This design comes from an exercise in tuning for a short achievable clock period and few clock cycles on the open sky130 flow, not from production work.
Only simulation tests tie the RTL to the original design; equivalence was not proved.
Power figures rest on the tool's default switching activity, not on a simulated workload.

$ cat design.v
`timescale 1ns / 1ps
module CU(
    input [5:0] op,
    input [5:0] funct,
    input [4:0] rt_op,
	 input [1:0] ACmpB,
	 input [1:0] ACmp0,
	 output cal_r,
	 output cal_i,
	 output load,
	 output store,
	 output branch,
	 output j_addr,
	 output j_link,
	 output j_reg,
	 output md,
	 output mf,
	 output mt,
	 output [1:0] NPCOp,
	 output EXTOp,
	 output [1:0] ALUASel,
	 output [1:0] ALUBSel,
	 output [3:0] ALUOp,
	 output [3:0] HILOOp,
	 output [1:0] EYSel,
	 output [2:0] DMOp,
	 output DMWr,
	 output RFWr,
	 output [1:0] GRFA3Sel,
	 output [1:0] GRFWDSel
    );
	parameter special	= 6'b00_0000;
	parameter regimm	= 6'b00_0001;
	parameter ADD		= 6'b10_0000;	 
	parameter ADDU		= 6'b10_0001;	 
	parameter SUB		= 6'b10_0010;	 
	parameter SUBU		= 6'b10_0011;	 
	parameter AND		= 6'b10_0100;	 
	parameter OR		= 6'b10_0101;	 
	parameter XOR		= 6'b10_0110;	 
	parameter NOR		= 6'b10_0111;	 
	parameter SLT		= 6'b10_1010;	 
	parameter SLTU		= 6'b10_1011;	 
	parameter SLL		= 6'b00_0000;	 
	parameter SRL		= 6'b00_0010;	 
	parameter SRA		= 6'b00_0011;	 
	parameter SLLV		= 6'b00_0100;	 
	parameter SRLV		= 6'b00_0110;	 
	parameter SRAV		= 6'b00_0111;	 
	parameter ADDI		= 6'b00_1000;
	parameter ADDIU 	= 6'b00_1001;
	parameter SLTI		= 6'b00_1010;
	parameter SLTIU	= 6'b00_1011;
	parameter ANDI		= 6'b00_1100;
	parameter ORI		= 6'b00_1101;
	parameter XORI		= 6'b00_1110;
	parameter LUI		= 6'b00_1111;
	parameter MULT		= 6'b01_1000;	 
	parameter MULTU	= 6'b01_1001;	 
	parameter DIV		= 6'b01_1010;	 
	parameter DIVU		= 6'b01_1011;	 
	parameter MFHI		= 6'b01_0000;	 
	parameter MTHI		= 6'b01_0001;	 
	parameter MFLO		= 6'b01_0010;	 
	parameter MTLO		= 6'b01_0011;	 
	parameter LB		= 6'b10_0000;
	parameter LH		= 6'b10_0001;
	parameter LW		= 6'b10_0011;
	parameter LBU		= 6'b10_0100;
	parameter LHU		= 6'b10_0101;
	parameter SB		= 6'b10_1000;
	parameter SH		= 6'b10_1001;
	parameter SW		= 6'b10_1011;
	parameter BEQ		= 6'b00_0100;
	parameter BNE		= 6'b00_0101;
	parameter BLEZ 	= 6'b00_0110;
	parameter BGTZ 	= 6'b00_0111;	 
	parameter BGEZ 	= 5'b0_0001;	 
	parameter BLTZ 	= 5'b0_0000;	 
	parameter JAL		= 6'b00_0011;
	parameter J			= 6'b00_0010;
	parameter JR		= 6'b00_1000;	 
	parameter JALR 	= 6'b00_1001;   
	parameter BGEZAL	= 5'b1_0001;    
	assign addu		= (op == special) & (funct == ADDU);
	assign add		= (op == special) & (funct == ADD );
	assign subu		= (op == special) & (funct == SUBU);
	assign sub		= (op == special) & (funct == SUB );
	assign _and		= (op == special) & (funct == AND );
	assign _or		= (op == special) & (funct == OR  );
	assign _xor		= (op == special) & (funct == XOR );
	assign _nor		= (op == special) & (funct == NOR );
	assign slt		= (op == special) & (funct == SLT );
	assign sltu		= (op == special) & (funct == SLTU);
	assign sll		= (op == special) & (funct == SLL );
	assign srl		= (op == special) & (funct == SRL );
	assign sra		= (op == special) & (funct == SRA );
	assign sllv		= (op == special) & (funct == SLLV);
	assign srlv		= (op == special) & (funct == SRLV);
	assign srav		= (op == special) & (funct == SRAV);
	assign addi		= (op == ADDI);
	assign addiu	= (op == ADDIU);
	assign slti		= (op == SLTI);
	assign sltiu	= (op == SLTIU);
	assign andi		= (op == ANDI);
	assign ori		= (op == ORI);
	assign xori		= (op == XORI);
	assign lui		= (op == LUI);
	assign mult		= (op == special) & (funct == MULT );
	assign multu	= (op == special) & (funct == MULTU);
	assign div		= (op == special) & (funct == DIV  );
	assign divu		= (op == special) & (funct == DIVU );
	assign mfhi		= (op == special) & (funct == MFHI );
	assign mthi		= (op == special) & (funct == MTHI );
	assign mflo		= (op == special) & (funct == MFLO );
	assign mtlo		= (op == special) & (funct == MTLO );
	assign lw		= (op == LW	);
	assign lh		= (op == LH	);
	assign lhu		= (op == LHU);
	assign lb		= (op == LB	);
	assign lbu		= (op == LBU);
	assign sw		= (op == SW	);
	assign sh		= (op == SH	);
	assign sb		= (op == SB	);
	assign beq		= (op == BEQ);
	assign bne		= (op == BNE);
	assign bgtz 	= (op == BGTZ);
	assign blez		= (op == BLEZ);
	assign bgez		= (op == regimm)	& (rt_op == BGEZ);
	assign bltz		= (op == regimm)	& (rt_op == BLTZ);
	assign jal		= (op == JAL);
	assign j			= (op == J  );
	assign jr		= (op == special) & (funct == JR	 );
	assign jalr 	= (op == special) & (funct == JALR);
	assign bgezal	= (op == regimm)	& (rt_op == BGEZAL);
	assign cal_r  = add | addu | sub | subu | slt | sltu | _and | _or | _xor | _nor |
						 sll | sllv | srl | srlv | sra | srav ;
	assign cal_i  = addi | addiu | slti | sltiu | andi | ori | xori | lui ;
	assign md	  = mult | multu | div  | divu ;
	assign mt	  = mthi | mtlo ;
	assign mf	  = mfhi | mflo ;
	assign load   = lw | lh | lb | lhu | lbu ;
	assign store  = sw | sh | sb ;
	assign branch = beq | bne | bgtz | blez | bgez | bltz | bgezal ;
	assign j_addr = j | jal ;
	assign j_link = jal | jalr | bgezal ;
	assign j_reg  = jr | jalr ;
	assign NPCOp = ((beq && ACmpB == 2'b00)	| 
						 (bne && ACmpB != 2'b00)	|
						 (bgtz && ACmp0 == 2'b01)|
						 (blez && ACmp0 != 2'b01)|
						 (bltz && ACmp0 == 2'b10)|
						 (bgez && ACmp0 != 2'b10)|
						 (bgezal && ACmp0 != 2'b10)) ? 2'b01 :
						(j | jal)	? 2'b10	:
						(jr | jalr)	? 2'b11	:
						2'b00 ;
	assign EXTOp = (andi | ori | xori | lui) ? 1'b0 : 1'b1 ;
	assign ALUASel = ( sll  | srl  | sra  ) ? 2'b01 : 2'b00 ;
	assign ALUBSel = (cal_i | load | store) ? 2'b01   : 2'b00 ;
	assign ALUOp = (addu | add | addi | addiu) ? 4'b0000 :
						(subu | sub ) ? 4'b0001 :
						(slt  | slti) ? 4'b1010 :
						(sltu | sltiu)? 4'b1011:
						(_and | andi) ? 4'b0100 :
						(_or  | ori ) ? 4'b0010  :
						(_xor | xori) ? 4'b0101 :
						(_nor) ? 4'b0110 : 
						(sll  | sllv) ? 4'b0111 :
						(srl  | srlv) ? 4'b1000 :
						(sra  | srav) ? 4'b1001 :
						(lui)  ? 4'b0011 :
						4'b0000 ;  
	assign HILOOp = (mult ) ? 4'b0000  :
						 (multu) ? 4'b0001 :
						 (div  ) ? 4'b0010   :
						 (divu ) ? 4'b0011  :
						 (mfhi ) ? 4'b0100  :
						 (mthi ) ? 4'b0101  :
						 (mflo ) ? 4'b0110  :
						 (mtlo ) ? 4'b0111  :
							4'b1000;
	assign EYSel = (mf) ? 2'b00 : 2'b01 ;
	assign DMOp  = (lw | sw) ? 3'b000 :
						(lh | sh) ? 3'b001 :
						(lb | sb) ? 3'b010 :
						(lhu)     ? 3'b011:
						(lbu)     ? 3'b100:
						3'b000 ;
	assign DMWr  = store ;
	assign RFWr  = cal_r | cal_i | load | j_link | mf ;
	assign GRFA3Sel = (cal_r | jalr | mf) ? 2'b01 :
							(cal_i | load) ? 2'b00 :
							(bgezal && ACmp0 == 2'b10) ? 2'b11 :
							2'b10 ;
	assign GRFWDSel =	(load)   ? 2'b01  : 
							(j_link) ? 2'b10 :
							2'b00 ;
endmodule
`timescale 1ns / 1ps
module D_CMP(
    input signed [31:0] A,
    input signed [31:0] B,
    output [1:0] ACmpB,
    output [1:0] ACmp0
    );
	assign ACmpB = (A == B) ? 2'b00 : 
						(A > B ) ? 2'b01 :
						(A < B ) ? 2'b10 : -1;
	assign ACmp0 = (A == 0) ? 2'b00 : 
						(A > 0 ) ? 2'b01 :
						(A < 0 ) ? 2'b10 : -1;
endmodule
`timescale 1ns / 1ps
module D_EXT(
    input [15:0] I,
    input EXTOp,
    output [31:0] O
    );
	assign O = (EXTOp == 1'b0) ? {16'h0000,I} : {{16{I[15]}},I} ;
endmodule
`timescale 1ns / 1ps
module D_GRF(
    input [31:0] WPC,
    input Clk,
    input Rst,
    input RFWr,
    input [4:0] A1,
    input [4:0] A2,
    input [4:0] A3,
    input [31:0] WD,
    output [31:0] RD1,
    output [31:0] RD2
    );
	reg [31:0] grf[0:31];  
	integer i;
	wire [31:0] grf4 = grf[4];
	assign RD1 = (A3 == A1 && RFWr == 1 && A1 != 0) ? WD : grf[A1] ;  
	assign RD2 = (A3 == A2 && RFWr == 1 && A2 != 0) ? WD : grf[A2] ;  
	always @(posedge Clk) begin
		if(Rst == 1) begin
			for(i=0;i<32;i=i+1) grf[i] <= 0;
		end else if(RFWr == 1 && A3 != 0) begin
			grf[A3] <= WD;				
		end
	end
endmodule
`timescale 1ns / 1ps
module D_NPC(
    input [31:0] PC,
	 input [31:0] PC_F,
    input [25:0] IMM,
    input [31:0] RA,
    input [1:0] NPCOp,
    output [31:0] NPC
    );
	wire [31:0] PC_b,PC_j;
	assign PC_b = PC + 4 + {{14{IMM[15]}},IMM[15:0],2'b00};
	assign PC_j = {PC[31:28], IMM, 2'b00};
	assign NPC = (NPCOp == 2'b00)  ? PC_F + 4 :  
					 (NPCOp == 2'b01) ? PC_b :
					 (NPCOp == 2'b10 )  ? PC_j :
					 (NPCOp == 2'b11	)  ? RA 	 : 
						PC_F + 4 ;
endmodule
`timescale 1ns / 1ps
module D_REG(
    input Clk,
    input Rst,
    input We,
    input [31:0] IR_in,
    input [31:0] PC_in,
    output reg [31:0] IR_out,
    output reg [31:0] PC_out
    );
	always @(posedge Clk) begin
		if(Rst == 1) begin
			IR_out <= 0;
			PC_out <= 0;
		end else if(We == 1) begin
			IR_out <= IR_in;
			PC_out <= PC_in;
		end
	end
endmodule
`timescale 1ns / 1ps
module D_LEVEL(
    input Clk,
    input Rst,
	 input Reg_Rst,
    input We,  
	 input [31:0] IR_in,
	 input [31:0] PC_in,
	 input [31:0] WPC_in,
    input [31:0] WD_in,
    input [4:0] A3_in,
	 input RFWr_in,
    input [4:0] E_RFA3_in,
	 input [31:0] E_RFWD_in,
	 input E_RFWr_in,
	 input E_Forward_Ready_in,
	 input [4:0] M_RFA3_in,
	 input [31:0] M_RFWD_in,
	 input M_RFWr_in,
	 input M_Forward_Ready_in,
    output [31:0] IR_out,
    output [31:0] PC_out,
    output [31:0] RD1_out,
    output [31:0] RD2_out,
    output [31:0] EXT_out,
	 output [1:0]  ACmpB_out,
	 output [1:0]  ACmp0_out,
	 output [31:0] NPC_out
    );
	 D_REG D_REG (
    .Clk(Clk), 
    .Rst(Rst | Reg_Rst), 
    .We(We), 
    .IR_in(IR_in), 
    .PC_in(PC_in), 
    .IR_out(IR_out), 
    .PC_out(PC_out)
    );
	 wire [1:0] NPCOp;
	 wire EXTOp;
	 CU D_CU (
    .op(IR_out[31:26]), 
    .funct(IR_out[5:0]), 
    .rt_op(IR_out[20:16]), 
    .ACmpB(ACmpB_out), 
    .ACmp0(ACmp0_out), 
    .NPCOp(NPCOp), 
    .EXTOp(EXTOp)
    );
	 wire [31:0] RD1,RD2;
    D_GRF GRF (
    .WPC(WPC_in), 
    .Clk(Clk), 
    .Rst(Rst),  
    .A1(IR_out[25:21]), 
    .A2(IR_out[20:16]), 
    .A3(A3_in),   
    .WD(WD_in),   
	 .RFWr(RFWr_in),  
    .RD1(RD1), 
    .RD2(RD2)
    );
	assign RD1_out = (IR_out[25:21] == 0) ? 0 :
						  (IR_out[25:21] == E_RFA3_in && E_RFWr_in && E_Forward_Ready_in) ? E_RFWD_in :
						  (IR_out[25:21] == M_RFA3_in && M_RFWr_in && M_Forward_Ready_in) ? M_RFWD_in :
							 RD1 ;
	assign RD2_out = (IR_out[20:16] == 0) ? 0 :
						  (IR_out[20:16] == E_RFA3_in && E_RFWr_in && E_Forward_Ready_in) ? E_RFWD_in :
						  (IR_out[20:16] == M_RFA3_in && M_RFWr_in && M_Forward_Ready_in) ? M_RFWD_in :
							 RD2 ;
	 D_CMP CMP (
    .A(RD1_out), 
    .B(RD2_out), 
    .ACmpB(ACmpB_out), 
    .ACmp0(ACmp0_out)
    );
    D_EXT EXT (
    .I(IR_out[15:0]), 
    .EXTOp(EXTOp), 
    .O(EXT_out)
    );
    D_NPC NPC (
    .PC(PC_out), 
	 .PC_F(PC_in),
    .IMM(IR_out[25:0]), 
    .RA(RD1_out), 
    .NPCOp(NPCOp), 
    .NPC(NPC_out)
    );
endmodule
`timescale 1ns / 1ps
module E_ALU(
    input [31:0] A,
    input [31:0] B,
    input [3:0] ALUOp,
    output [31:0] Y
    );
	assign Y = (ALUOp == 4'b0000 ) ? A + B	:  
              (ALUOp == 4'b0001 ) ? A - B	:  
				  (ALUOp == 4'b0100 ) ? A & B 	:  
				  (ALUOp == 4'b0010  ) ? A | B	:  
              (ALUOp == 4'b0101 ) ? A ^ B 	:  
              (ALUOp == 4'b0110 ) ? ~(A|B)	:  
				  (ALUOp == 4'b0011 ) ? B << 16 :  
              (ALUOp == 4'b0111 ) ? B << A[4:0]	:  
              (ALUOp == 4'b1000 ) ? B >> A[4:0]	:  
              (ALUOp == 4'b1001 ) ? $signed($signed(B) >>> A[4:0]):  
              (ALUOp == 4'b1010 ) ? $signed(A) < $signed(B)  :  
              (ALUOp == 4'b1011) ? A < B 	:  
					-1;
endmodule
`timescale 1ns / 1ps
module E_HILO(
    input Clk,
    input Rst,
	 input [3:0] HILOOp,
    input [31:0] D1,
    input [31:0] D2,
	 output IsBusy,
    output [31:0] Out
    );
	reg [31:0] HI,LO;
	reg [31:0] HI_tmp, LO_tmp;
	integer Wait;
	wire Start;
	reg  Busy;
	assign Start = (HILOOp == 4'b0000) | (HILOOp == 4'b0001) |
						(HILOOp == 4'b0010 ) | (HILOOp == 4'b0011 ) ;
	assign IsBusy = Start | Busy ;
	assign Out = (HILOOp == 4'b0100) ? HI :
					 (HILOOp == 4'b0110) ? LO : 0;
	always @(posedge Clk) begin
		if(Rst == 1) begin
			HI <= 0;
			LO <= 0;
			Wait <= 0;
			Busy <= 0;
		end else begin
			if(Wait == 0) begin
				case(HILOOp)
				 4'b0000	: begin
										Busy <= 1;
										Wait <= 5;
										{HI_tmp,LO_tmp} <= $signed(D1) * $signed(D2);
								  end
				 4'b0001: begin
										Busy <= 1;
										Wait <= 5;
										{HI_tmp,LO_tmp} <= D1 * D2 ;
								  end
				 4'b0010	: begin
										Busy <= 1;
										Wait <= 10;
										LO_tmp <= $signed(D1) / $signed(D2);
										HI_tmp <= $signed(D1) % $signed(D2);
								  end
				 4'b0011	: begin
										Busy <= 1;
										Wait <= 10;
										LO_tmp <= D1 / D2 ;
										HI_tmp <= D1 % D2 ;
								  end
				 4'b0101	: begin
										HI <= D1 ;			 
								  end
				 4'b0111	: begin
										LO <= D1 ;
								  end
				 default		: ;
				endcase
			end else if(Wait == 1) begin
				Wait <= 0;
				Busy <= 0;
				HI <= HI_tmp;
				LO <= LO_tmp;
			end else Wait <= Wait - 1;
		end
	end
endmodule
`timescale 1ns / 1ps
module E_REG(
    input Clk,
    input Rst,
    input We,
    input [31:0] IR_in,
    input [31:0] PC_in,
    input [31:0] EXT_in,
    input [31:0] V1_in,
    input [31:0] V2_in,
	 input [1:0] ACmpB_in,
	 input [1:0] ACmp0_in,
    output reg [31:0] IR_out,
    output reg [31:0] PC_out,
    output reg [31:0] EXT_out,
    output reg [31:0] V1_out,
    output reg [31:0] V2_out,
	 output reg [1:0] ACmpB_out,
	 output reg [1:0] ACmp0_out 
    );
    always @(posedge Clk) begin
        if(Rst == 1) begin
            IR_out  <= 0;
            PC_out  <= 0;
            EXT_out <= 0;
            V1_out  <= 0;
            V2_out  <= 0;
				ACmpB_out <= 0;
				ACmp0_out <= 0;
        end else if(We == 1) begin
            IR_out  <= IR_in;
            PC_out  <= PC_in;
            EXT_out <= EXT_in;
            V1_out  <= V1_in;
            V2_out  <= V2_in;
				ACmpB_out <= ACmpB_in;
				ACmp0_out <= ACmp0_in;
        end
    end
endmodule
`timescale 1ns / 1ps
module E_LEVEL(
    input Clk,
    input Rst,
	 input Reg_Rst,
    input We,
    input [31:0] IR_in,
    input [31:0] PC_in,
    input [31:0] RD1_in,
    input [31:0] RD2_in,
    input [31:0] EXT_in,
	 input [1:0] ACmpB_in,
	 input [1:0] ACmp0_in,
    input [4:0] M_RFA3_in,
	 input [31:0] M_RFWD_in,
	 input M_RFWr_in,
	 input M_Forward_Ready_in,
	 input [4:0] W_RFA3_in,
	 input [31:0] W_RFWD_in,
	 input W_RFWr_in,
	 input W_Forward_Ready_in,
    output [31:0] IR_out,
    output [31:0] PC_out,
    output [31:0] Y_out,
    output [31:0] V2_out,
	 output [1:0] ACmpB_out,
	 output [1:0] ACmp0_out,
	 output [31:0] HILO_out,
	 output Busy_out,
	 output [4:0] E_RFA3_out,
	 output [31:0] E_RFWD_out,
	 output E_RFWr_out,
	 output E_Forward_Ready_out
    );
	wire [31:0] V1_out,V2_out0;
	wire [31:0] EXT_out;
	E_REG E_REG (
    .Clk(Clk), 
    .Rst(Rst | Reg_Rst), 
    .We(We), 
	 .IR_in(IR_in), 
    .PC_in(PC_in), 
    .EXT_in(EXT_in), 
    .V1_in(RD1_in), 
    .V2_in(RD2_in),
	 .ACmpB_in(ACmpB_in), 
    .ACmp0_in(ACmp0_in), 
    .IR_out(IR_out), 
    .PC_out(PC_out), 
    .EXT_out(EXT_out), 
    .V1_out(V1_out), 
    .V2_out(V2_out0),  
	 .ACmpB_out(ACmpB_out),
	 .ACmp0_out(ACmp0_out)
    );
	wire [3:0] ALUOp,HILOOp;
	wire [1:0] ALUASel,ALUBSel,EYSel;
	wire [1:0] GRFA3Sel,GRFWDSel;
	wire j_link; 
	CU E_CU (
    .op(IR_out[31:26]), 
    .funct(IR_out[5:0]), 
    .rt_op(IR_out[20:16]),  
	 .ACmpB(ACmpB_out), 
    .ACmp0(ACmp0_out), 
    .ALUOp(ALUOp),
	 .ALUASel(ALUASel),
    .ALUBSel(ALUBSel),
	 .HILOOp(HILOOp),
	 .EYSel(EYSel),
	 .RFWr(E_RFWr_out), 
    .GRFA3Sel(GRFA3Sel), 
    .GRFWDSel(GRFWDSel),
	 .j_link(j_link)
    );
	assign E_RFA3_out = (GRFA3Sel == 2'b00) ? IR_out[20:16] :
							  (GRFA3Sel == 2'b01) ? IR_out[15:11] :
						     (GRFA3Sel == 2'b10) ? 5'd31 :
							  (GRFA3Sel == 2'b11) ? 5'd0  :
							   IR_out[20:16];
	assign E_RFWD_out = (GRFWDSel == 2'b10) ? PC_out + 8 : 
								0 ;
	assign E_Forward_Ready_out = j_link ;
 	wire [31:0] ALU_A, ALU_B;
	wire [31:0] FWD_RS, FWD_RT;
	assign FWD_RS = (IR_out[25:21] == 0) ? 0 :
						 (IR_out[25:21] == M_RFA3_in && M_RFWr_in && M_Forward_Ready_in) ? M_RFWD_in :
						 (IR_out[25:21] == W_RFA3_in && W_RFWr_in && W_Forward_Ready_in) ? W_RFWD_in :
							V1_out ;
	assign FWD_RT = (IR_out[20:16] == 0) ? 0 :
						 (IR_out[20:16] == M_RFA3_in && M_RFWr_in && M_Forward_Ready_in) ? M_RFWD_in :
						 (IR_out[20:16] == W_RFA3_in && W_RFWr_in && W_Forward_Ready_in) ? W_RFWD_in :
							V2_out0 ;
	assign ALU_A = (ALUASel == 2'b00)  ? FWD_RS			:   
						(ALUASel == 2'b01)? IR_out[10:6] : 0 ;
	assign ALU_B = (ALUBSel == 2'b00)  ? FWD_RT 		:
						(ALUBSel == 2'b01)  ? EXT_out	 	: 0 ;
	assign V2_out = FWD_RT; 
	wire [31:0] ALU_out;
	E_ALU ALU (
    .A(ALU_A), 
    .B(ALU_B), 
    .ALUOp(ALUOp), 
    .Y(ALU_out)
    );
	E_HILO HILO (
    .Clk(Clk), 
    .Rst(Rst), 
    .HILOOp(HILOOp), 
    .D1(FWD_RS), 
    .D2(FWD_RT),
    .IsBusy(Busy_out), 
    .Out(HILO_out)
    );
	 assign Y_out = (EYSel == 2'b01) ? ALU_out  :
						 (EYSel == 2'b00)? HILO_out : 
						  ALU_out ;
endmodule
`timescale 1ns / 1ps
module IFU(
    input Clk,
    input Rst,
	 input We,
	 input [31:0] NPC,
    output [31:0] PC_out
    );
	reg [31:0] PC;
	integer i;
	assign PC_out = PC ;
	always @(posedge Clk) begin
		if(Rst == 1) begin
			PC <= 32'h0000_3000;
		end else if(We == 1) begin
			PC <= NPC;
		end
	end
endmodule
`timescale 1ns / 1ps
module M_BE(
    input [1:0] Addr,
    input [31:0] Write,
    input [2:0] DMOp,
	 input DMWr,
    output reg [3:0] ByteEn,
    output reg [31:0] DataWd
    );
	always @(*) begin
		DataWd <= Write;
		ByteEn <= 4'b0000;
		if(DMWr == 1) begin
			case(DMOp)
			 3'b000 : begin
							DataWd <= Write;
							ByteEn <= 4'b1111;
						end
			 3'b001 : begin
							if(Addr[1] == 1'b0) begin
								DataWd <= {16'h0,Write[15:0]};
								ByteEn <= 4'b0011;
							end else if(Addr[1] == 1'b1) begin
								DataWd <= {Write[15:0],16'h0};
								ByteEn <= 4'b1100;
							end
						end
			 3'b010 : begin
							if(Addr == 2'b00) begin
								DataWd <= {24'h0,Write[7:0]};
								ByteEn <= 4'b0001;
							end else if(Addr == 2'b01) begin
								DataWd <= {16'h0,Write[7:0],8'h0};
								ByteEn <= 4'b0010;
							end else if(Addr == 2'b10) begin
								DataWd <= {8'h0,Write[7:0],16'h0};
								ByteEn <= 4'b0100;
							end else if(Addr == 2'b11) begin
								DataWd <= {Write[7:0],24'h0};
								ByteEn <= 4'b1000;
							end
						end
			 default: ;
			endcase
		end else begin
			DataWd <= Write;
			ByteEn <= 4'b0000;
		end
	end
endmodule
`timescale 1ns / 1ps
module M_DEXT(
    input [1:0] Addr,
    input [31:0] Data,
    input [2:0] DMOp,
    output [31:0] Dout
    );
	assign Dout = (DMOp == 3'b000) ? Data :
					  (DMOp == 3'b001) ? {{16{Data[15+16*Addr[1]]}},Data[15+16*Addr[1] -: 16]} :
					  (DMOp == 3'b010) ? {{24{Data[7+8*Addr[1:0]]}},Data[7+8*Addr[1:0] -: 8 ]} :
					  (DMOp == 3'b011)? {16'd0,Data[15+16*Addr[1] -: 16]} :
					  (DMOp == 3'b100)? {24'd0,Data[7+8*Addr[1:0] -: 8 ]} : -1;
endmodule
`timescale 1ns / 1ps
module M_REG(
    input Clk,
    input Rst,
    input We,
    input [31:0] IR_in,
    input [31:0] PC_in,
    input [31:0] Y_in,
    input [31:0] V2_in,
	 input [31:0] HILO_in,
	 input [1:0] ACmpB_in,
	 input [1:0] ACmp0_in,
    output reg [31:0] IR_out,
    output reg [31:0] PC_out,
    output reg [31:0] Y_out,
    output reg [31:0] V2_out,
	 output reg [31:0] HILO_out,
	 output reg [1:0] ACmpB_out,
	 output reg [1:0] ACmp0_out
    );
	always @(posedge Clk) begin
		if(Rst == 1) begin
			IR_out <= 0;
			PC_out <= 0;
			Y_out  <= 0;
			V2_out <= 0;
			HILO_out <= 0;
			ACmpB_out <= 0;
			ACmp0_out <= 0;
		end else if(We == 1) begin
			IR_out <= IR_in;
			PC_out <= PC_in;
			Y_out  <= Y_in ;
			V2_out <= V2_in;
			HILO_out <= HILO_in;
			ACmpB_out <= ACmpB_in;
			ACmp0_out <= ACmp0_in;
		end
	end
endmodule
`timescale 1ns / 1ps
module M_LEVEL(
    input Clk,
    input Rst,
	 input Reg_Rst,
    input We,
    input [31:0] IR_in,
    input [31:0] PC_in,
    input [31:0] Y_in,
    input [31:0] V2_in,
	 input [31:0] HILO_in,
	 input [1:0] ACmpB_in,
	 input [1:0] ACmp0_in,
	 input [4:0] W_RFA3_in,
	 input [31:0] W_RFWD_in,
	 input W_RFWr_in,
	 input W_Forward_Ready_in,
    output [31:0] IR_out,
    output [31:0] PC_out,
    output [31:0] Y_out,
    output [31:0] RD_out,
	 output [31:0] HILO_out,
	 output [1:0] ACmpB_out,
	 output [1:0] ACmp0_out,
	 output [4:0] M_RFA3_out,
	 output [31:0] M_RFWD_out,
	 output M_RFWr_out,
	 output M_Forward_Ready_out,
	 output [31:0] m_data_addr,
	 output [3:0]  m_data_byteen,
	 output [31:0] m_data_wdata,
	 output [31:0] m_inst_addr,
	 input  [31:0] m_data_rdata
    );
	wire [31:0] V2_out;
	M_REG M_REG (
    .Clk(Clk), 
    .Rst(Rst | Reg_Rst), 
    .We(We), 
    .IR_in(IR_in), 
    .PC_in(PC_in), 
    .Y_in(Y_in), 
    .V2_in(V2_in), 
	 .HILO_in(HILO_in),
	 .ACmpB_in(ACmpB_in),
	 .ACmp0_in(ACmp0_in),
    .IR_out(IR_out), 
    .PC_out(PC_out), 
    .Y_out(Y_out), 
    .V2_out(V2_out),
	 .HILO_out(HILO_out),
	 .ACmpB_out(ACmpB_out),
	 .ACmp0_out(ACmp0_out)
    );
	wire [2:0] DMOp;
	wire DMWr;
	wire [1:0] GRFA3Sel,GRFWDSel; 
	wire cal_r, cal_i, j_link; 
	CU M_CU (
    .op(IR_out[31:26]), 
    .funct(IR_out[5:0]), 
    .rt_op(IR_out[20:16]),
	 .ACmpB(ACmpB_out),
	 .ACmp0(ACmp0_out),
    .DMOp(DMOp), 
    .DMWr(DMWr),
	 .RFWr(M_RFWr_out), 
    .GRFA3Sel(GRFA3Sel), 
    .GRFWDSel(GRFWDSel),
	 .cal_r(cal_r),
	 .cal_i(cal_i),
	 .j_link(j_link),
	 .mf(mf)
    );
	assign M_RFA3_out = (GRFA3Sel == 2'b00) ? IR_out[20:16] :
							  (GRFA3Sel == 2'b01) ? IR_out[15:11] :
						     (GRFA3Sel == 2'b10) ? 5'd31 : 
						     (GRFA3Sel == 2'b11) ? 5'd0  : 
							   IR_out[20:16];
	assign M_RFWD_out = (GRFWDSel == 2'b00) ? Y_out :
							  (GRFWDSel == 2'b10) ? PC_out + 8 : 
								0 ;
	assign M_Forward_Ready_out = cal_r | cal_i | j_link | mf ;
	wire [31:0] FWD_RT;
	assign FWD_RT = (IR_out[20:16] == 0) ? 0 :
						 (IR_out[20:16] == W_RFA3_in && W_RFWr_in && W_Forward_Ready_in) ? W_RFWD_in :
						  V2_out ;
	M_BE BE (
	 .Addr(Y_out[1:0]),
	 .Write(FWD_RT),
	 .DMOp(DMOp),
	 .DMWr(DMWr),
	 .ByteEn(m_data_byteen),
	 .DataWd(m_data_wdata)
	 );
	assign m_data_addr = Y_out;
	assign m_inst_addr = PC_out;
	M_DEXT DEXT (
    .Addr(Y_out[1:0]), 
    .Data(m_data_rdata), 
    .DMOp(DMOp), 
    .Dout(RD_out)
    );
endmodule
`timescale 1ns / 1ps
module W_REG(
    input Clk,
    input Rst,
    input We,
    input [31:0] IR_in,
    input [31:0] PC_in,
    input [31:0] DR_in,
    input [31:0] Y_in,
	 input [31:0] HILO_in,
	 input [1:0] ACmpB_in,
	 input [1:0] ACmp0_in,
    output reg [31:0] IR_out,
    output reg [31:0] PC_out,
    output reg [31:0] DR_out,
    output reg [31:0] Y_out,
	 output reg [31:0] HILO_out,
	 output reg [1:0] ACmpB_out,
	 output reg [1:0] ACmp0_out
    );
	always @(posedge Clk) begin
		if(Rst == 1) begin
			IR_out <= 0;
			PC_out <= 0;
			DR_out <= 0;
			Y_out  <= 0;
			HILO_out <= 0;
			ACmpB_out <= 0;
			ACmp0_out <= 0;
		end else if(We == 1) begin
			IR_out <= IR_in;
			PC_out <= PC_in;
			DR_out <= DR_in;
			Y_out  <= Y_in ;
			HILO_out <= HILO_in;
			ACmpB_out <= ACmpB_in;
			ACmp0_out <= ACmp0_in;
		end
	end
endmodule
`timescale 1ns / 1ps
module W_LEVEL(
    input Clk,
    input Rst,
	 input Reg_Rst,
    input We,
    input [31:0] IR_in,
    input [31:0] PC_in,
    input [31:0] DR_in,
    input [31:0] Y_in,
	 input [31:0] HILO_in,
	 input [1:0] ACmpB_in,
	 input [1:0] ACmp0_in,
    output [4:0] A3_out,
	 output [31:0] WD_out,
	 output RFWr_out,	 
	 output [31:0] IR_out,
	 output [31:0] PC_out,
	 output [31:0] HILO_out,
	 output [1:0] ACmpB_out,
	 output [1:0] ACmp0_out,
	 output [4:0] W_RFA3_out,
	 output [31:0] W_RFWD_out,
	 output W_RFWr_out,
	 output W_Forward_Ready_out
    );
	wire [31:0] DR_out, Y_out;
	W_REG W_REG (
    .Clk(Clk), 
    .Rst(Rst | Reg_Rst), 
    .We(We), 
    .IR_in(IR_in), 
    .PC_in(PC_in), 
    .DR_in(DR_in), 
    .Y_in(Y_in), 
	 .HILO_in(HILO_in),
	 .ACmpB_in(ACmpB_in),
	 .ACmp0_in(ACmp0_in),
    .IR_out(IR_out), 
    .PC_out(PC_out), 
    .DR_out(DR_out), 
    .Y_out(Y_out),
	 .HILO_out(HILO_out),
	 .ACmpB_out(ACmpB_out),
	 .ACmp0_out(ACmp0_out)
    );
	wire [1:0] GRFA3Sel,GRFWDSel; 
	CU W_CU (
    .op(IR_out[31:26]), 
    .funct(IR_out[5:0]), 
    .rt_op(IR_out[20:16]), 
	 .ACmpB(ACmpB_out),
	 .ACmp0(ACmp0_out),
    .RFWr(W_RFWr_out), 
    .GRFA3Sel(GRFA3Sel), 
    .GRFWDSel(GRFWDSel),
	 .cal_r(cal_r), 
    .cal_i(cal_i), 
	 .load(load),
	 .j_link(j_link),
	 .mf(mf)
    );
	assign W_RFA3_out = (GRFA3Sel == 2'b00) ? IR_out[20:16] :
							  (GRFA3Sel == 2'b01) ? IR_out[15:11] :
						     (GRFA3Sel == 2'b10) ? 5'd31 : 
						     (GRFA3Sel == 2'b11) ? 5'd0  : 
							   IR_out[20:16];
	assign W_RFWD_out = (GRFWDSel == 2'b00) ? Y_out :
							  (GRFWDSel == 2'b01 ) ? DR_out:
							  (GRFWDSel == 2'b10) ? PC_out + 8 : 
								Y_out;
	assign W_Forward_Ready_out = cal_r | cal_i | load | j_link | mf ;
	assign A3_out = W_RFA3_out;
	assign WD_out = W_RFWD_out;
	assign RFWr_out = W_RFWr_out;
endmodule
`timescale 1ns / 1ps
module SU(
    input [31:0] D_instr,
    input [31:0] E_instr,
    input [31:0] M_instr,
	 input [1:0] E_ACmpB,
	 input [1:0] M_ACmpB,
	 input [1:0] E_ACmp0,
	 input [1:0] M_ACmp0,
	 input E_Busy,
    output stall
    );
	wire [1:0] Tuse_RS, Tuse_RT;
	wire [1:0] Tnew_E, Tnew_M;
	wire stall_rs_e, stall_rs_m, stall_rs;
	wire stall_rt_e, stall_rt_m, stall_rt;
	assign stall_rs_e = (Tuse_RS < Tnew_E) && D_instr[25:21] && (D_instr[25:21] == E_RFA3) && E_RFWr;
	assign stall_rs_m = (Tuse_RS < Tnew_M) && D_instr[25:21] && (D_instr[25:21] == M_RFA3) && M_RFWr;
	assign stall_rs = stall_rs_e | stall_rs_m ;
	assign stall_rt_e = (Tuse_RT < Tnew_E) && D_instr[20:16] && (D_instr[20:16] == E_RFA3) && E_RFWr;
	assign stall_rt_m = (Tuse_RT < Tnew_M) && D_instr[20:16] && (D_instr[20:16] == M_RFA3) && M_RFWr;
	assign stall_rt = stall_rt_e | stall_rt_m ;
	assign stall_hilo = E_Busy && (D_md | D_mf | D_mt) ;
	assign stall = stall_rs | stall_rt | stall_hilo ;
	wire D_cal_r, D_cal_i, D_load, D_store, D_branch, D_j_reg, D_md, D_mf, D_mt;
	CU D_instr_judge (
    .op(D_instr[31:26]), 
    .funct(D_instr[5:0]), 
    .rt_op(D_instr[20:16]), 
    .cal_r(D_cal_r), 
    .cal_i(D_cal_i), 
    .load(D_load), 
    .store(D_store), 
    .branch(D_branch), 
    .j_reg(D_j_reg),
	 .md(D_md),
	 .mf(D_mf),
	 .mt(D_mt)
    );
	assign Tuse_RS = (D_cal_r | D_cal_i | D_load | D_store | D_md | D_mt) ? 2'd1:
						  (D_branch | D_j_reg) ? 2'd0 : 2'd3 ;
	assign Tuse_RT = (D_store) ? 2'd2 :
						  (D_cal_r | D_md) ? 2'd1 :
						  (D_branch)? 2'd0 : 2'd3 ;
	wire E_cal_r, E_cal_i, E_load, E_mf;
	wire E_RFWr;
	wire [1:0] E_GRFA3Sel;
	wire [4:0] E_RFA3;
	CU E_instr_judge (
    .op(E_instr[31:26]), 
    .funct(E_instr[5:0]), 
    .rt_op(E_instr[20:16]), 
	 .ACmpB(E_ACmpB),
	 .ACmp0(E_ACmp0),
    .cal_r(E_cal_r), 
    .cal_i(E_cal_i), 
    .load(E_load), 
	 .mf(E_mf),
    .RFWr(E_RFWr), 
    .GRFA3Sel(E_GRFA3Sel)
    );
	assign E_RFA3 = (E_GRFA3Sel == 2'b00) ? E_instr[20:16] :
						 (E_GRFA3Sel == 2'b01) ? E_instr[15:11] :
						 (E_GRFA3Sel == 2'b10) ? 5'd31 : 
						 (E_GRFA3Sel == 2'b11) ? 5'd0  : 
						   E_instr[20:16];
	assign Tnew_E = (E_load) ? 2'd2 :
						 (E_cal_r | E_cal_i | E_mf) ? 2'd1 :
							2'd0;
	wire M_load;
	wire M_RFWr;
	wire [1:0] M_GRFA3Sel;
	wire [4:0] M_RFA3;
	CU M_instr_judge (
    .op(M_instr[31:26]), 
    .funct(M_instr[5:0]), 
    .rt_op(M_instr[20:16]), 
	 .ACmpB(M_ACmpB),	 
	 .ACmp0(M_ACmp0),	 
    .load(M_load),  
    .RFWr(M_RFWr), 
    .GRFA3Sel(M_GRFA3Sel)
    );
	assign M_RFA3 = (M_GRFA3Sel == 2'b00) ? M_instr[20:16] :
						 (M_GRFA3Sel == 2'b01) ? M_instr[15:11] :
						 (M_GRFA3Sel == 2'b10) ? 5'd31 : 
						 (M_GRFA3Sel == 2'b11) ? 5'd0  : 
						   M_instr[20:16];
	assign Tnew_M = M_load ? 2'd1 : 2'd0 ;
endmodule
`timescale 1ns / 1ps
module mips(
    input clk,
    input reset,
	 output [31:0] i_inst_addr,
	 input  [31:0] i_inst_rdata,
	 output [31:0] m_data_addr,
	 output [3:0]  m_data_byteen,
	 output [31:0] m_data_wdata,
	 output [31:0] m_inst_addr,
	 input  [31:0] m_data_rdata,
	 output w_grf_we,
	 output [4:0]  w_grf_addr,
	 output [31:0] w_grf_wdata,
	 output [31:0] w_inst_addr
    );
	wire stall;
	wire PC_en = !stall;
	wire D_reg_en = !stall, E_reg_en = 1, M_reg_en = 1, W_reg_en = 1;
	wire D_reg_rst = 0, E_reg_rst = stall, M_reg_rst = 0, W_reg_rst = 0;
	wire [4:0]  E2x_RFA3, M2x_RFA3, W2x_RFA3;
	wire [31:0] E2x_RFWD, M2x_RFWD, W2x_RFWD;
	wire 			E2x_RFWr, M2x_RFWr, W2x_RFWr;
	wire 			E2x_Ready, M2x_Ready, W2x_Ready;
	wire [1:0] D_ACmpB, E_ACmpB, M_ACmpB;  
	wire [1:0] D_ACmp0, E_ACmp0, M_ACmp0;  
	wire E_Busy;
	wire [31:0] NPC;
	wire [31:0] F_pc   , D_pc   , E_pc   , M_pc   , W_pc   ;
	wire [31:0] F_instr, D_instr, E_instr, M_instr, W_instr;
	IFU F_IFU (
    .Clk(clk), 
    .Rst(reset), 
	 .We(PC_en),
    .NPC(NPC), 
    .PC_out(F_pc)
    );
	assign i_inst_addr = F_pc;
	assign F_instr = i_inst_rdata;
	 SU SU (
    .D_instr(D_instr), 
    .E_instr(E_instr), 
    .M_instr(M_instr),
	 .E_ACmpB(E_ACmpB),
	 .M_ACmpB(M_ACmpB),
	 .E_ACmp0(E_ACmp0),
	 .M_ACmp0(M_ACmp0),
	 .E_Busy(E_Busy),
    .stall(stall)
    );
	wire [31:0] W_WD;
	wire [4:0] W_A3;
	wire W_RFWr;
	wire [31:0] D_RD1, D_RD2, D_EXT;
	D_LEVEL D (
    .Clk(clk), 
    .Rst(reset), 
	 .Reg_Rst(D_reg_rst),
    .We(D_reg_en), 
    .IR_in(F_instr), 
    .PC_in(F_pc),
	 .WPC_in(W_pc),
    .A3_in(W_A3),
    .WD_in(W_WD),
    .RFWr_in(W_RFWr), 
    .E_RFA3_in(E2x_RFA3), 
    .E_RFWD_in(E2x_RFWD), 
    .E_RFWr_in(E2x_RFWr), 
    .E_Forward_Ready_in(E2x_Ready), 
    .M_RFA3_in(M2x_RFA3), 
    .M_RFWD_in(M2x_RFWD), 
    .M_RFWr_in(M2x_RFWr), 
    .M_Forward_Ready_in(M2x_Ready), 
	 .IR_out(D_instr), 
    .PC_out(D_pc), 
    .RD1_out(D_RD1), 
    .RD2_out(D_RD2), 
    .EXT_out(D_EXT), 
    .NPC_out(NPC),
	 .ACmpB_out(D_ACmpB),
	 .ACmp0_out(D_ACmp0)
    );
	wire [31:0] E_Y, E_V2, E_HILO;
	E_LEVEL E (
    .Clk(clk), 
    .Rst(reset), 
	 .Reg_Rst(E_reg_rst),
    .We(E_reg_en), 
    .IR_in(D_instr), 
    .PC_in(D_pc), 
    .RD1_in(D_RD1), 
    .RD2_in(D_RD2), 
    .EXT_in(D_EXT), 
	 .ACmpB_in(D_ACmpB),
	 .ACmp0_in(D_ACmp0),
    .M_RFA3_in(M2x_RFA3), 
    .M_RFWD_in(M2x_RFWD), 
    .M_RFWr_in(M2x_RFWr), 
    .M_Forward_Ready_in(M2x_Ready), 
    .W_RFA3_in(W2x_RFA3), 
    .W_RFWD_in(W2x_RFWD), 
    .W_RFWr_in(W2x_RFWr), 
    .W_Forward_Ready_in(W2x_Ready),
	 .IR_out(E_instr), 
    .PC_out(E_pc), 
    .Y_out(E_Y), 
    .V2_out(E_V2), 
	 .HILO_out(E_HILO),
	 .ACmpB_out(E_ACmpB),
	 .ACmp0_out(E_ACmp0),
	 .Busy_out(E_Busy),
    .E_RFA3_out(E2x_RFA3), 
    .E_RFWD_out(E2x_RFWD), 
    .E_RFWr_out(E2x_RFWr), 
    .E_Forward_Ready_out(E2x_Ready)
    );
	wire [31:0] M_Y, M_RD, M_HILO;
	M_LEVEL M (
    .Clk(clk), 
    .Rst(reset), 
	 .Reg_Rst(M_reg_rst),
    .We(M_reg_en), 
    .IR_in(E_instr), 
    .PC_in(E_pc), 
    .Y_in(E_Y), 
    .V2_in(E_V2),
	 .HILO_in(E_HILO),
	 .ACmpB_in(E_ACmpB),
	 .ACmp0_in(E_ACmp0),	 
	 .W_RFA3_in(W2x_RFA3), 
    .W_RFWD_in(W2x_RFWD), 
    .W_RFWr_in(W2x_RFWr), 
    .W_Forward_Ready_in(W2x_Ready), 
	 .IR_out(M_instr), 
    .PC_out(M_pc), 
    .Y_out(M_Y), 
    .RD_out(M_RD), 
	 .HILO_out(M_HILO),
	 .ACmpB_out(M_ACmpB),
	 .ACmp0_out(M_ACmp0),
    .M_RFWD_out(M2x_RFWD), 
    .M_RFA3_out(M2x_RFA3), 
    .M_RFWr_out(M2x_RFWr), 
    .M_Forward_Ready_out(M2x_Ready),
	 .m_data_addr(m_data_addr),  
    .m_data_wdata(m_data_wdata),
    .m_data_byteen(m_data_byteen),
    .m_inst_addr(m_inst_addr),
	 .m_data_rdata(m_data_rdata) 
    );
	W_LEVEL W (
    .Clk(clk), 
    .Rst(reset), 
	 .Reg_Rst(W_reg_rst),
    .We(W_reg_en), 
    .IR_in(M_instr), 
    .PC_in(M_pc), 
    .DR_in(M_RD), 
    .Y_in(M_Y), 
	 .HILO_in(M_HILO),
	 .ACmpB_in(M_ACmpB),
	 .ACmp0_in(M_ACmp0),
	 .IR_out(W_instr),
	 .PC_out(W_pc),
	 .A3_out(W_A3), 
	 .WD_out(W_WD), 
    .RFWr_out(W_RFWr), 
	 .W_RFWD_out(W2x_RFWD), 
    .W_RFA3_out(W2x_RFA3), 
    .W_RFWr_out(W2x_RFWr), 
    .W_Forward_Ready_out(W2x_Ready)
    );
	assign w_grf_we = W_RFWr;
	assign w_grf_addr = W_A3;
	assign w_grf_wdata = W_WD;
	assign w_inst_addr = W_pc;
endmodule
$ cat run.sh
#!/bin/bash
# synth_recipe.tcl (not shown) runs the flow's synth.tcl, then flattens the netlist and writes it again
# the make line also repeats each setting of config.mk as NAME=value (left out here)
make -C /OpenROAD-flow-scripts/flow DESIGN_CONFIG=/design/flow/config.mk WORK_HOME=/design/flow/orfs CLKGATE_MAP_FILE= SYNTH_SCRIPT=/design/flow/synth_recipe.tcl finish
$ cat config.mk
export PLATFORM = sky130hd
export DESIGN_NAME = mips
export DESIGN_NICKNAME = mips
export VERILOG_FILES = /design/flow/design.v
export SDC_FILE = /design/flow/constraint.sdc
export NUM_CORES = 4
export LEC_CHECK = 0
export CAP_MARGIN = 20
export CORE_MARGIN = 2
export CORE_UTILIZATION = 40
export SLEW_MARGIN = 20
$ cat constraint.sdc
create_clock -name core_clock -period 110.0 [get_ports {clk}]
set_input_delay 22.0000 -clock core_clock [delete_from_list [all_inputs] [get_ports {clk}]]
set_output_delay 22.0000 -clock core_clock [all_outputs]
set_load 0.01 [all_outputs]
==> qor.yml <==
status: "complete, no violations"
synth_edf_count: 1088
synth_commonest_cells: "nor2_1 (3110), nand2_1 (2351), inv_1 (2039)"
finalHoldViolCount: 0
io_pins: 268
cts_root_buffer: "clkbuf_16"
synth_top_area_cell: "edfxtp_1"
antenna_found_initial: 83
power_mw: 759
synth_seq_area_share_pct: 21.7
dr.pass1.iters: 7
hold_buffers: 0
crit_end: "E.HILO.HI_tmp[30]"
netlist_instances: 23200
regMostFlops: "D.GRF.grf"
cp_num_cells: 505
ys_ff_latch: 1662
clkTransAtPathRegs_ns: 0.07
largest_reg_flops: 1024
place.gp.congestion: 1.08
dieArea_um2: 514000
met3_usage_pct: 8.93
skew_ns: 0.144
hold_depth: 1
rows: 261
maxPowerGroup: "combinational logic"
slew_headroom_pct: 6.03
dp.cells: 31200
start_util_pct: 40.2
cp-end-kind: "flop"
peakVddDrop_mv: 6.58
clockBufferDepth: 4
cp_common_cell: "o21a_1"
whs_endpoint: "E.E_REG.PC_out[31]"
p_switching_mw: 415
grt.total_usage_pct: 39.1
grt_pass1_wl_mm: 1440
power_frac_seq_pct: 0.1
grt_max_degree: 113
cp_max_fo: 31
path_class: "reg2reg"
critPathTopFamily: "compound AO/OA/AOI/OAI gates"
leakage_nw: 103
crit_path_top_delay_cell: "a21boi_0"
hp-class: "reg2reg"
cp.arrival_ns: 104.11
worstPathRequired_ns: 110.64
fin_setup_tns_ns: 0
ys_types: 133
core_area_um2: 506000
power_sequential_mw: 0.764
cp-startpoint: "W.W_REG.IR_out[29]"
p_clk_mw: 0.647
grt_use_met2_pct: 59.0
wl_mm: 1030
gr-total-overflow: 0
start_kind: "flop"
ff2ff_path_depth: 505
synth.most_common_cell: "nor2_1"
period_share_pct: 94.1
pwr-share-clk_pct: 0.1
post-dp-hpwl_mm: 788
swShare_pct: 54.7
slowest_delay_ns: 0.95
drtAntennaViolNets: 0
drive_above_1_share_pct: 16.7
final_core_util_pct: 46.7
placed_cell_area_um2: 228000
synthesis.area_um2: 203000
synth-async-reset-ratio_pct: 0
synthTopCellsByArea: "edfxtp_1 (16%), fa_1 (15%), ha_1 (9.9%)"
worst-slew-pin-transition_ns: 1.40
synth.avg_cell_area_um2: 8.75
slew_viol_final: 0
h-tree-depth: 4
hp-start: "D.D_REG.PC_out[31]"
synth-main-ff-cell: "edfxtp_1"
finish.instance_area_um2: 236000
period_minus_slack_ns: 103.47
maxCapViolCount: 0
cts_tree: "yes"
via_count: 199000
cts-buffers-inserted: 187
use_met1_pct: 50.6
yosys_warnings: 66
io_buffers: 267
max_clock_freq_ghz: 0.00967
clk_latency_ns: 1.01
wire_per_inst_um: 32.6
rr_startpoint: "W.W_REG.IR_out[29]"
combPwrFrac_pct: 99.8
rrSetupSlack_ns: 6.53
post-synth-top-area-fraction_pct: 16.1
drc: 0
die_w_um: 717
reg2reg_to: "E.HILO.HI_tmp[30]"
crit_buf_inv: 56
areaGrowthSynthToFinish_pct: 16.2
via_per_inst: 6.27
p_per_area_nw_per_um2: 3210
powerComb_mw: 757
stdcell_count: 31700
drt_iter0_drc: 25700
clock_sinks: 1662
top_usage_layer: "met2"
first_global_vias: 191000
finalSetupViolations: 0
final_nets: 27900
intPower_mw: 344
die_h_um: 717
nFillCells: 48900
[metal layers]
layer	wire, µm	share of wire (%)
met1	396000	38
met2	441000	43
met3	114000	11
met5	206	0.020
met4	82000	7.9
[power groups by stage]
stage	combinational [mW]	sequential [mW]	clock, mW
4_1_cts	752	0.761	0.647
2_1_floorplan	543	0.751	0
3_3_place_gp	752	0.773	0
3_5_place_dp	751	0.774	0
[cell type report]
| class | count | area, µm² | share of cell area, % |
|---|---|---|---|
| multi-input combinational | 18200 | 149000 | 63.0 |
| sequential | 1662 | 44200 | 18.7 |
| timing repair buffer | 2628 | 20700 | 8.78 |
| tap | 6706 | 8390 | 3.55 |
| inverter | 2065 | 7790 | 3.30 |
| clock buffer | 242 | 5210 | 2.20 |
| clock inverter | 87 | 842 | 0.356 |
| antenna | 58 | 145 | 0.0614 |
[placed cells by master, fill, tap and decap left out, types with 98 or more instances in the layout]
| cell | instances |
|---|---|
| o21ai_0 | 954 |
| mux2i_1 | 301 |
| nor2_1 | 3087 |
| xnor2_1 | 596 |
| a21o_1 | 295 |
| buf_4 | 2313 |
| mux4_2 | 647 |
| and2_1 | 98 |
| a211oi_1 | 236 |
| o22ai_1 | 99 |
| clkdlybuf4s50_1 | 266 |
| nand3_1 | 414 |
| dfxtp_1 | 560 |
| fa_1 | 1476 |
| o211ai_1 | 206 |
| and3_1 | 176 |
| or3_1 | 178 |
| clkbuf_16 | 195 |
| xor2_1 | 341 |
| mux2_2 | 153 |
| nor3_1 | 683 |
| nand2_1 | 2275 |
| nor2b_1 | 276 |
| ha_1 | 1617 |
| edfxtp_1 | 1088 |
| o21a_1 | 454 |
| nand4_1 | 172 |
| a31oi_1 | 187 |
| inv_1 | 2005 |
| or2_2 | 124 |
| nand2b_1 | 149 |
| a21oi_1 | 1176 |
[cells by family (layout without fill, tap and decap cells)]
| family | Yosys count | count (layout) | synth area share (%) |
|---|---|---|---|
| AND/OR/NAND/NOR | 8140 | 8142 | 17.9 |
| AO/OA/AOI/OAI | 4884 | 4887 | 15.8 |
| buffers and inverters | 3389 | 5022 | 6.35 |
| adder cells (fa/ha/maj) | 3094 | 3094 | 24.5 |
| flip-flops | 1662 | 1662 | 21.7 |
| multiplexers | 1114 | 1114 | 9.56 |
| XOR/XNOR | 964 | 964 | 4.16 |
| other | 1 | 90 | 0.00184 |
[worst max path at each step]
stage	startpoint	endpoint	slack, ns
4_1_cts	W.W_REG.IR_out[29]	E.HILO.HI_tmp[25]	0.25
3_5_place_dp	W.W_REG.IR_out[27]	E.HILO.HI_tmp[25]	-1.05
3_3_place_gp	W.W_REG.IR_out[27]	E.HILO.HI_tmp[25]	-2.70
2_1_floorplan	W.W_REG.IR_out[29]	E.HILO.LO_tmp[26]	3.58
[repair_timing]
action,in CTS,in global routing
setup buffers,1,75
setup endpoints to repair,33,64
resized for setup,8,264
gates cloned,1,4
pin swaps,2,43
[through the flow]
stage	worst slack [ns]	hold WS (ns)
detailed placement	-1.05	0.453
global placement	-2.70	0.451
global route	-0.192	0.475
CTS	0.251	0.446
finish	6.53	0.458
floorplan	3.58	0.424
Testbench counts, summed over its fixed seeds: cycles 80,929.

==> port drivers added, routing unchanged <==
The flow's constraints put no driver on any port. The routed layout listed below was extracted and timed again, unchanged, in two steps. Step 1 (the two cells are an assumption about what drives the block):
set clk [get_ports {clk}]
set_driving_cell -lib_cell sky130_fd_sc_hd__clkbuf_16 $clk
set_driving_cell -lib_cell sky130_fd_sc_hd__buf_2 [delete_from_list [all_inputs] $clk]
Step 2 times the ports against the registers' clock, not the clock port: input delays grow and output delays shrink by t, the midpoint of the rising clock arrivals with the driver on. Slacks: ideal / step 1 / step 2; pairs: ideal / step 1.
t (ns): 1.040
slack for setup (ns): 6.534 / 6.534 / 6.534
clock arrival spread, ns: 0.145 / 0.145
After both steps setup and hold are still met in this run. The setup slack of this run moves by 0.000 ns with the drivers and by 0.000 ns with both steps.
